This design comes from an exercise in tuning for small area on the open sky130 flow, not from production work.
In this exercise RTL edits were held to simulation tests only and were not proved equivalent to the original.
No activity file was given, so power comes from the tool's default toggle rates.

== build 30 ==
==> flow/design.v <==
`timescale 1ns / 1ps
module pim_system #(
    parameter int BUS_WIDTH_BITS           = 64,
    parameter int CMD_SIZE_BITS            = 64,
    parameter int FETCH_BUS_TRANSFERS      = 128,
    parameter int MACS_PER_CYCLE           = 16,
    parameter int PIM_BASE_LATENCY_CYCLES  = 20,
    parameter int FETCH_CYCLES             = 5,
    parameter int STORE_CYCLES             = 5,
    parameter int SEQUENCER_FIFO_DEPTH     = 4,
    parameter int MICROPROG_LEN_WORDS      = 4,
    parameter int ADDR_WIDTH_BITS          = 64,
    parameter int MEM_DEPTH_WORDS          = 1024
)(
    input  logic clk,
    input  logic rst_n,
    input  logic cpu_cmd_valid,
    input  logic [CMD_SIZE_BITS-1:0]  cpu_cmd_data,
    output logic cpu_cmd_ready,
    input  logic cpu_microprog_valid,
    input  logic [CMD_SIZE_BITS*MICROPROG_LEN_WORDS-1:0] cpu_microprog_data,
    output logic cpu_microprog_ack,
    input  logic cpu_execute_seq_valid,
    output logic cpu_execute_seq_ready,
    output logic pim_system_idle,
    output logic sequencer_busy_out
);
    localparam int CW = 13;    
    localparam int EW = 4*CW;  
    function automatic logic [CW-1:0] encode(input logic [63:0] w);
        logic c, b, r;
        c = (w[63:56] == 8'h03);
        b = (w[63:56] == 8'h01) || (w[63:56] == 8'h02) || (w[63:56] == 8'h04);
        r = |w[3:0];
        encode = {!c || (w[4] && r), w[15:6], c ? w[5] : b, c && (w[4] || r)};
    endfunction
    logic [EW-1:0] mem [0:3];
    logic [3:0] valid_q;
    logic [3:0] move;
    logic       ack_q;
    logic       empty, full, do_write, do_read;
    logic [EW-1:0] wdata;
    assign wdata = {encode(cpu_microprog_data[255:192]), encode(cpu_microprog_data[191:128]),
                    encode(cpu_microprog_data[127:64]),  encode(cpu_microprog_data[63:0])};
    assign empty    = (valid_q == 4'b0000);
    assign full     = (valid_q == 4'b1111);
    assign do_write = cpu_microprog_valid && !full;
    assign move[3] = do_read;
    assign move[2] = valid_q[2] && (!valid_q[3] || move[3]);
    assign move[1] = valid_q[1] && (!valid_q[2] || move[2]);
    assign move[0] = valid_q[0] && (!valid_q[1] || move[1]);
    always_ff @(posedge clk) begin
        if (do_write) mem[0] <= wdata;
        for (int k = 1; k < 4; k++)
            if (move[k-1]) mem[k] <= mem[k-1];
    end
    always_ff @(posedge clk or negedge rst_n) begin
        if (!rst_n) begin
            valid_q <= '0;
            ack_q   <= 1'b0;
        end else begin
            ack_q <= do_write;
            valid_q[0] <= do_write || (valid_q[0] && !move[0]);
            for (int k = 1; k < 4; k++)
                valid_q[k] <= move[k-1] || (valid_q[k] && !move[k]);
        end
    end
    logic [4:0] seq_q;
    logic [EW-1:0] prog_q;
    logic       seq_busy, seq_issue;
    logic       ctrl_busy, accept;
    assign seq_busy  = (seq_q != 5'd0);
    assign seq_issue = seq_q[4] && !seq_q[3] && !seq_q[0];
    assign do_read   = (seq_q == 5'd14);
    always_ff @(posedge clk) begin
        if (do_read) prog_q <= mem[3];
    end
    always_ff @(posedge clk or negedge rst_n) begin
        if (!rst_n)
            seq_q <= 5'd0;
        else if (!seq_busy)
            seq_q <= empty ? 5'd0 : 5'd6;
        else if (seq_q[4] && seq_q[3])
            seq_q <= 5'd0;
        else
            seq_q <= seq_q + {4'd0, !seq_q[4] || !ctrl_busy};
    end
    logic [12:0] ctr_q;
    logic        rnd_q;
    logic [CW-1:0] code;
    logic [12:0]   start;
    always_comb begin
        code = encode(cpu_cmd_data) & {CW{!seq_issue}};
        for (int k = 0; k < 4; k++)
            code = code | (prog_q[k*CW +: CW] & {CW{seq_issue && seq_q[2:1] == 2'(k)}});
    end
    logic special;
    assign special = code[12] && !code[0];
    assign start = !special ? {1'b1, ~code[11:0]} : code[1] ? 13'd8075 : 13'd19;
    logic ctrl_on_q;
    assign ctrl_busy = ctrl_on_q && (ctr_q != {8'd0, 4'b1100, rnd_q});
    assign accept    = !ctrl_busy && (seq_issue || cpu_cmd_valid);
    always_ff @(posedge clk or negedge rst_n) begin
        if (!rst_n)      ctrl_on_q <= 1'b0;
        else if (accept) ctrl_on_q <= 1'b1;
    end
    always_ff @(posedge clk) begin
        ctr_q <= accept ? start : ctr_q + {12'd0, ctrl_busy};
        if (accept) rnd_q <= code[12] && code[0];
    end
    assign cpu_cmd_ready         = cpu_cmd_valid && !seq_issue && !ctrl_busy;
    assign cpu_microprog_ack     = ack_q;
    assign cpu_execute_seq_ready = !empty && !seq_busy;
    assign pim_system_idle       = !ctrl_busy && !seq_busy && empty;
    assign sequencer_busy_out    = seq_busy;
endmodule
clock: 5.0 ns
lec_check: 0
cap_margin: 20
core_margin: 2
core_utilization: 70
place_density: 0.8
slew_margin: 20
standard.sh (not shown) runs the stock make flow with config.mk's settings and CLKGATE_MAP_FILE= SYNTH_SCRIPT=/design/flow/synth_recipe.tcl, a recipe that flattens the netlist after the stock synthesis.
==> flow/flow/run.sh <==
#!/bin/bash
# The standard layout (standard.sh) with three changes:
#  - synthesis is the standard flow's synthesis script (synth_recipe.tcl, ORFS synth.tcl)
#    with only the ABC mapping script replaced by flow/abc_area.script
#    (area-oriented mapping plus don't-care optimisation, mfs2); the Yosys
#    passes, and so the registers and their names, are unchanged;
#  - port buffers are the smallest buffer, buf_1 (every port still gets one);
#  - clock tree synthesis builds its tree from clkbuf_8 and its leaves from
#    clkbuf_4 in clusters of at most 10 sinks, without dummy loads.
# The make run's output goes to standard.log; ORFS keeps each tool's own
# log under orfs/logs/.
set -euo pipefail
here=$(pwd)
sed "s#^source \$::env(SCRIPTS_DIR)/synth_preamble.tcl\$#&\nset abc_args [lreplace \$abc_args 1 1 $here/flow/abc_area.script]\nputs \"ABC script: [lindex \$abc_args 1]\"#" \
  "$FLOW_HOME/scripts/synth.tcl" > synth_abc.tcl
grep -q "flow/abc_area.script" synth_abc.tcl
sed "s#^source \$::env(SCRIPTS_DIR)/synth.tcl\$#source $here/synth_abc.tcl#" synth_recipe.tcl > own_synth.tcl
grep -q "source $here/synth_abc.tcl" own_synth.tcl
export BUFFER_PORTS_ARGS="-buffer_cell sky130_fd_sc_hd__buf_1"
export CTS_ARGS="-sink_clustering_enable -repair_clock_nets -dont_use_dummy_load -buf_list {sky130_fd_sc_hd__clkbuf_4 sky130_fd_sc_hd__clkbuf_8} -root_buf sky130_fd_sc_hd__clkbuf_8 -tree_buf sky130_fd_sc_hd__clkbuf_8 -sink_clustering_buffer sky130_fd_sc_hd__clkbuf_8 -sink_clustering_size 22 -sink_clustering_max_diameter 40"
bash standard.sh SYNTH_SCRIPT="$here/own_synth.tcl" finish > standard.log 2>&1
==> flow/flow/abc_area.script <==
&get -n
&st
&dc2
&put
&get -n
&st
&dch -f
&nf -R 1000 -p
&put
mfs2 -W 10
&get -n
&st
&dch -f
&nf -R 1000 -p
&put
mfs2 -W 10
&get -n
&st
&dch -f
&nf -R 1000 -p
&put
mfs2 -W 10
strash
&get -n
&st
&dch -f
&nf -R 1000 -p
&put
mfs2 -W 10
strash
&get -n
&st
&dch -f
&nf -R 1000 -p
&put
topo
Modified inputs, build 38 compared to build 30
- a change of CORE_UTILIZATION from 70 to 65
- a change of PLACE_DENSITY from 0.8 to 0.9
diff --git a/flow/flow/run.sh b/flow/flow/run.sh
--- a/flow/flow/run.sh
+++ b/flow/flow/run.sh
@@ -9 +9 @@
-#    clkbuf_4 in clusters of at most 10 sinks, without dummy loads.
+#    clkbuf_4 in clusters of at most 12 sinks, without dummy loads.
@@ -20 +20 @@
-export CTS_ARGS="-sink_clustering_enable -repair_clock_nets -dont_use_dummy_load -buf_list {sky130_fd_sc_hd__clkbuf_4 sky130_fd_sc_hd__clkbuf_8} -root_buf sky130_fd_sc_hd__clkbuf_8 -tree_buf sky130_fd_sc_hd__clkbuf_8 -sink_clustering_buffer sky130_fd_sc_hd__clkbuf_8 -sink_clustering_size 22 -sink_clustering_max_diameter 40"
+export CTS_ARGS="-sink_clustering_enable -repair_clock_nets -dont_use_dummy_load -buf_list {sky130_fd_sc_hd__clkbuf_4 sky130_fd_sc_hd__clkbuf_8} -root_buf sky130_fd_sc_hd__clkbuf_8 -tree_buf sky130_fd_sc_hd__clkbuf_8 -sink_clustering_buffer sky130_fd_sc_hd__clkbuf_4 -sink_clustering_size 12 -sink_clustering_max_diameter 40"
[summary]
Reported for build 30 and build 38, number of top-level design ports turned out identical to the last digit.
Between build 30 and build 38, the met3 track utilization from global routing figures differ only marginally.
Routed length on met3 is higher on build 38
In the tables for build 30 and build 38, portion of total power attributed to combinational logic reads higher with build 38.
Summary — post-synthesis to final-layout area growth, build 38 relative to build 30: lower, by 0.87 points.
Clock-pin slew on the worst setup and hold paths: build 38 vs build 30, no meaningful difference
### build 38 -> build 27
- a change of SLEW_MARGIN from 20 to 0
- a change of CORE_UTILIZATION from 65 to 70
- a change of CAP_MARGIN from 20 to 0
- a change of PLACE_DENSITY from 0.9 to 0.8
diff --git a/flow/flow/run.sh b/flow/flow/run.sh
--- a/flow/flow/run.sh
+++ b/flow/flow/run.sh
@@ -9 +9 @@
-#    clkbuf_4 in clusters of at most 12 sinks, without dummy loads.
+#    clkbuf_4 in clusters of at most 10 sinks, without dummy loads.
@@ -20 +20 @@
-export CTS_ARGS="-sink_clustering_enable -repair_clock_nets -dont_use_dummy_load -buf_list {sky130_fd_sc_hd__clkbuf_4 sky130_fd_sc_hd__clkbuf_8} -root_buf sky130_fd_sc_hd__clkbuf_8 -tree_buf sky130_fd_sc_hd__clkbuf_8 -sink_clustering_buffer sky130_fd_sc_hd__clkbuf_4 -sink_clustering_size 12 -sink_clustering_max_diameter 40"
+export CTS_ARGS="-sink_clustering_enable -repair_clock_nets -dont_use_dummy_load -buf_list {sky130_fd_sc_hd__clkbuf_4 sky130_fd_sc_hd__clkbuf_8} -root_buf sky130_fd_sc_hd__clkbuf_8 -tree_buf sky130_fd_sc_hd__clkbuf_8 -sink_clustering_buffer sky130_fd_sc_hd__clkbuf_4 -sink_clustering_size 10 -sink_clustering_max_diameter 40"
### Flow results
Build 38 reached the final stage; the timing, DRC and antenna checks on its layout passed.
Build 27 has completed all stages; timing, DRC and antenna checks passed.
Build 27 vs. build 38: setup slack went down; count of clock-buffer cells in the layout picked up an extra 21%; transition at the pin with the smallest max-transition slack shows an increase of 240 ps; worst slack at placement picked up an extra 52 ps; global-route usage rose by 2.4 points.
Any difference in combinational power between build 27 and build 38 is small enough to ignore.
Going from build 38 to build 27, number of endpoints with negative hold slack in the final report was more or less identical; fraction of area in registers was more or less identical; wire length went down about 0.9%; worst hold margin shows no meaningful change.


RTL: the design.v shown in full above, as it stands there.
clock: 5.0 ns
lec_check: 0
cap_margin: 20
core_margin: 2
core_utilization: 70
place_density: 0.8
slew_margin: 20
==> flow/flow/run.sh <==
#!/bin/bash
# The standard layout (standard.sh) with three changes:
#  - synthesis is the standard flow's synthesis script (synth_recipe.tcl, ORFS synth.tcl)
#    with only the ABC mapping script replaced by flow/abc_area.script
#    (area-oriented mapping plus don't-care optimisation, mfs2); the Yosys
#    passes, and so the registers and their names, are unchanged;
#  - port buffers are the smallest buffer, buf_1 (every port still gets one);
#  - clock tree synthesis builds its tree from clkbuf_8 and its leaves from
#    clkbuf_4 in clusters of at most 11 sinks, without dummy loads.
# The make run's output goes to standard.log; ORFS keeps each tool's own
# log under orfs/logs/.
set -euo pipefail
here=$(pwd)
sed "s#^source \$::env(SCRIPTS_DIR)/synth_preamble.tcl\$#&\nset abc_args [lreplace \$abc_args 1 1 $here/flow/abc_area.script]\nputs \"ABC script: [lindex \$abc_args 1]\"#" \
  "$FLOW_HOME/scripts/synth.tcl" > synth_abc.tcl
grep -q "flow/abc_area.script" synth_abc.tcl
sed "s#^source \$::env(SCRIPTS_DIR)/synth.tcl\$#source $here/synth_abc.tcl#" synth_recipe.tcl > own_synth.tcl
grep -q "source $here/synth_abc.tcl" own_synth.tcl
export BUFFER_PORTS_ARGS="-buffer_cell sky130_fd_sc_hd__buf_1"
export CTS_ARGS="-sink_clustering_enable -repair_clock_nets -dont_use_dummy_load -buf_list {sky130_fd_sc_hd__clkbuf_4 sky130_fd_sc_hd__clkbuf_8} -root_buf sky130_fd_sc_hd__clkbuf_8 -tree_buf sky130_fd_sc_hd__clkbuf_8 -sink_clustering_buffer sky130_fd_sc_hd__clkbuf_4 -sink_clustering_size 11 -sink_clustering_max_diameter 40"
bash standard.sh SYNTH_SCRIPT="$here/own_synth.tcl" finish > standard.log 2>&1
Scripts as last shown in full above: flow/flow/abc_area.script
The baseline passed the timing, DRC and antenna checks.
Change:
--- a/flow/config.mk
+++ b/flow/config.mk
@@ -9,4 +9,4 @@
 export CORE_MARGIN = 2
 export CORE_UTILIZATION = 70
-export PLACE_DENSITY = 0.8
+export PLACE_DENSITY = 0.9
 export SLEW_MARGIN = 20
Result: Routed wire length came out higher by roughly a tenth; non-clock buffer count does not change; power is higher slightly; first-iteration DRC count falls by about a fifth; setup slack loses 0.14 ns; cell area barely changes; clock-buffer cell count does not change; die area does not change; hold slack gets worse by 0.0064 ns; clock power went up slightly.
Change:
--- a/flow/flow/run.sh
+++ b/flow/flow/run.sh
@@ -7,5 +7,5 @@
 #  - port buffers are the smallest buffer, buf_1 (every port still gets one);
 #  - clock tree synthesis builds its tree from clkbuf_8 and its leaves from
-#    clkbuf_4 in clusters of at most 11 sinks, without dummy loads.
+#    clkbuf_4 in clusters of at most 10 sinks, without dummy loads.
 # The make run's output goes to standard.log; ORFS keeps each tool's own
 # log under orfs/logs/.
@@ -18,4 +18,4 @@
 grep -q "source $here/synth_abc.tcl" own_synth.tcl
 export BUFFER_PORTS_ARGS="-buffer_cell sky130_fd_sc_hd__buf_1"
-export CTS_ARGS="-sink_clustering_enable -repair_clock_nets -dont_use_dummy_load -buf_list {sky130_fd_sc_hd__clkbuf_4 sky130_fd_sc_hd__clkbuf_8} -root_buf sky130_fd_sc_hd__clkbuf_8 -tree_buf sky130_fd_sc_hd__clkbuf_8 -sink_clustering_buffer sky130_fd_sc_hd__clkbuf_4 -sink_clustering_size 11 -sink_clustering_max_diameter 40"
+export CTS_ARGS="-sink_clustering_enable -repair_clock_nets -dont_use_dummy_load -buf_list {sky130_fd_sc_hd__clkbuf_4 sky130_fd_sc_hd__clkbuf_8} -root_buf sky130_fd_sc_hd__clkbuf_8 -tree_buf sky130_fd_sc_hd__clkbuf_8 -sink_clustering_buffer sky130_fd_sc_hd__clkbuf_4 -sink_clustering_size 10 -sink_clustering_max_diameter 40"
 bash standard.sh SYNTH_SCRIPT="$here/own_synth.tcl" finish > standard.log 2>&1
--- a/flow/config.mk
+++ b/flow/config.mk
@@ -9,4 +9,4 @@
 export CORE_MARGIN = 2
 export CORE_UTILIZATION = 70
-export PLACE_DENSITY = 0.9
+export PLACE_DENSITY = 0.8
 export SLEW_MARGIN = 20
Power increases by 1.4%.
Global-route usage fell by 0.92 points.
Setup slack gains 0.16 ns.
Critical path depth grows by 1.
Fmax came out higher by 4.7%.
Design area grows by 0.33%.
Synthesized cell count does not change.
Synthesized area stays the same.
Wire length fell by 7.6%.
Change:
--- a/flow/flow/run.sh
+++ b/flow/flow/run.sh
@@ -18,4 +18,4 @@
 grep -q "source $here/synth_abc.tcl" own_synth.tcl
 export BUFFER_PORTS_ARGS="-buffer_cell sky130_fd_sc_hd__buf_1"
-export CTS_ARGS="-sink_clustering_enable -repair_clock_nets -dont_use_dummy_load -buf_list {sky130_fd_sc_hd__clkbuf_4 sky130_fd_sc_hd__clkbuf_8} -root_buf sky130_fd_sc_hd__clkbuf_8 -tree_buf sky130_fd_sc_hd__clkbuf_8 -sink_clustering_buffer sky130_fd_sc_hd__clkbuf_4 -sink_clustering_size 10 -sink_clustering_max_diameter 40"
+export CTS_ARGS="-sink_clustering_enable -repair_clock_nets -dont_use_dummy_load -buf_list {sky130_fd_sc_hd__clkbuf_4 sky130_fd_sc_hd__clkbuf_8} -root_buf sky130_fd_sc_hd__clkbuf_8 -tree_buf sky130_fd_sc_hd__clkbuf_8 -sink_clustering_buffer sky130_fd_sc_hd__clkbuf_4 -sink_clustering_size 12 -sink_clustering_max_diameter 30"
 bash standard.sh SYNTH_SCRIPT="$here/own_synth.tcl" finish > standard.log 2>&1
Sequential power barely changes; synthesized area is unchanged; cell count climbs slightly; sequential share of layout area goes down by 0.33 points; worst setup slack degrades by 0.039 ns; global-route usage went up by 0.24 points; power went up slightly; first-iteration DRC count is higher by a few percent.
Change:
--- a/flow/flow/run.sh
+++ b/flow/flow/run.sh
@@ -7,5 +7,5 @@
 #  - port buffers are the smallest buffer, buf_1 (every port still gets one);
 #  - clock tree synthesis builds its tree from clkbuf_8 and its leaves from
-#    clkbuf_4 in clusters of at most 10 sinks, without dummy loads.
+#    clkbuf_4 in clusters of at most 12 sinks, without dummy loads.
 # The make run's output goes to standard.log; ORFS keeps each tool's own
 # log under orfs/logs/.
@@ -18,4 +18,4 @@
 grep -q "source $here/synth_abc.tcl" own_synth.tcl
 export BUFFER_PORTS_ARGS="-buffer_cell sky130_fd_sc_hd__buf_1"
-export CTS_ARGS="-sink_clustering_enable -repair_clock_nets -dont_use_dummy_load -buf_list {sky130_fd_sc_hd__clkbuf_4 sky130_fd_sc_hd__clkbuf_8} -root_buf sky130_fd_sc_hd__clkbuf_8 -tree_buf sky130_fd_sc_hd__clkbuf_8 -sink_clustering_buffer sky130_fd_sc_hd__clkbuf_4 -sink_clustering_size 12 -sink_clustering_max_diameter 30"
+export CTS_ARGS="-sink_clustering_enable -repair_clock_nets -dont_use_dummy_load -buf_list {sky130_fd_sc_hd__clkbuf_4 sky130_fd_sc_hd__clkbuf_8} -root_buf sky130_fd_sc_hd__clkbuf_8 -tree_buf sky130_fd_sc_hd__clkbuf_8 -sink_clustering_buffer sky130_fd_sc_hd__clkbuf_4 -sink_clustering_size 12 -sink_clustering_max_diameter 40"
 bash standard.sh SYNTH_SCRIPT="$here/own_synth.tcl" finish > standard.log 2>&1
--- a/flow/config.mk
+++ b/flow/config.mk
@@ -9,4 +9,4 @@
 export CORE_MARGIN = 2
 export CORE_UTILIZATION = 70
-export PLACE_DENSITY = 0.8
+export PLACE_DENSITY = 0.9
 export SLEW_MARGIN = 20
The changed run completed with no timing, DRC or antenna violations. Power is lower by 3.4%. Sequential power stays flat. Design area goes down by about 0.8%. Hold slack gets better by 0.0076 ns. Routed wire length climbs by about 5%. Combinational power is higher by about 2%. Cell count shrinks by 0.96%. First-iteration DRC count is lower by 7.4%. Core utilization goes down by 0.66 points.
Change:
--- a/flow/flow/run.sh
+++ b/flow/flow/run.sh
@@ -18,4 +18,4 @@
 grep -q "source $here/synth_abc.tcl" own_synth.tcl
 export BUFFER_PORTS_ARGS="-buffer_cell sky130_fd_sc_hd__buf_1"
-export CTS_ARGS="-sink_clustering_enable -repair_clock_nets -dont_use_dummy_load -buf_list {sky130_fd_sc_hd__clkbuf_4 sky130_fd_sc_hd__clkbuf_8} -root_buf sky130_fd_sc_hd__clkbuf_8 -tree_buf sky130_fd_sc_hd__clkbuf_8 -sink_clustering_buffer sky130_fd_sc_hd__clkbuf_4 -sink_clustering_size 12 -sink_clustering_max_diameter 40"
+export CTS_ARGS="-sink_clustering_enable -repair_clock_nets -dont_use_dummy_load -buf_list {sky130_fd_sc_hd__clkbuf_4 sky130_fd_sc_hd__clkbuf_16} -root_buf sky130_fd_sc_hd__clkbuf_16 -tree_buf sky130_fd_sc_hd__clkbuf_16 -sink_clustering_buffer sky130_fd_sc_hd__clkbuf_4 -sink_clustering_size 12 -sink_clustering_max_diameter 40"
 bash standard.sh SYNTH_SCRIPT="$here/own_synth.tcl" finish > standard.log 2>&1
- The changed run completed without violations
- cell count is unchanged
- sequential cell count does not change
- register-to-register slack degrades by 0.04 ns
- core utilization rises by 0.25 points

re-timing with driven ports:
In the flow no input, the clock included, has a driving cell. The finished layouts below were timed again as built, in two steps.
Step 1 (the two cells are an assumption about what drives the block):
set clk [get_ports {clk}]
set_driving_cell -lib_cell sky130_fd_sc_hd__clkbuf_16 $clk
set_driving_cell -lib_cell sky130_fd_sc_hd__buf_2 [delete_from_list [all_inputs] $clk]
Step 2 also shifts input and output timing later by t, the mid clock arrival at the registers, as if the neighbouring blocks saw the same clock.
Slacks: no drivers / after step 1 / after step 2; pairs: no drivers / after step 1.
run | t (ns) | setup slack, ns | hold WS [ns]
build 30 | 0.565 | 1.577 / 1.577 / 1.303 | 0.364 / 0.364 / 0.364
build 38 | 0.538 | 1.683 / 1.664 / 1.288 | 0.395 / 0.395 / 0.395
build 27 | 0.526 | 1.533 / 1.533 / 1.280 | 0.393 / 0.393 / 0.393
the first run of note 2 | 0.538 | 1.538 / 1.538 / 1.306 | 0.395 / 0.395 / 0.395
the second run of note 2 | 0.551 | 1.396 / 1.396 / 1.267 | 0.388 / 0.388 / 0.388
the third run of note 2 | 0.528 | 1.557 / 1.557 / 1.308 | 0.395 / 0.395 / 0.395
the fourth run of note 2 | 0.542 | 1.518 / 1.518 / 1.283 | 0.380 / 0.380 / 0.380
the fifth run of note 2 | 0.549 | 1.367 / 1.367 / 1.278 | 0.388 / 0.388 / 0.388
the sixth run of note 2 | 0.502 | 1.326 / 1.326 / 1.263 | 0.388 / 0.388 / 0.388
After both steps setup and hold are still met in every run listed. The setup slack of build 38, which loses most, moves by -0.019 ns with the drivers and by -0.395 ns with both steps.
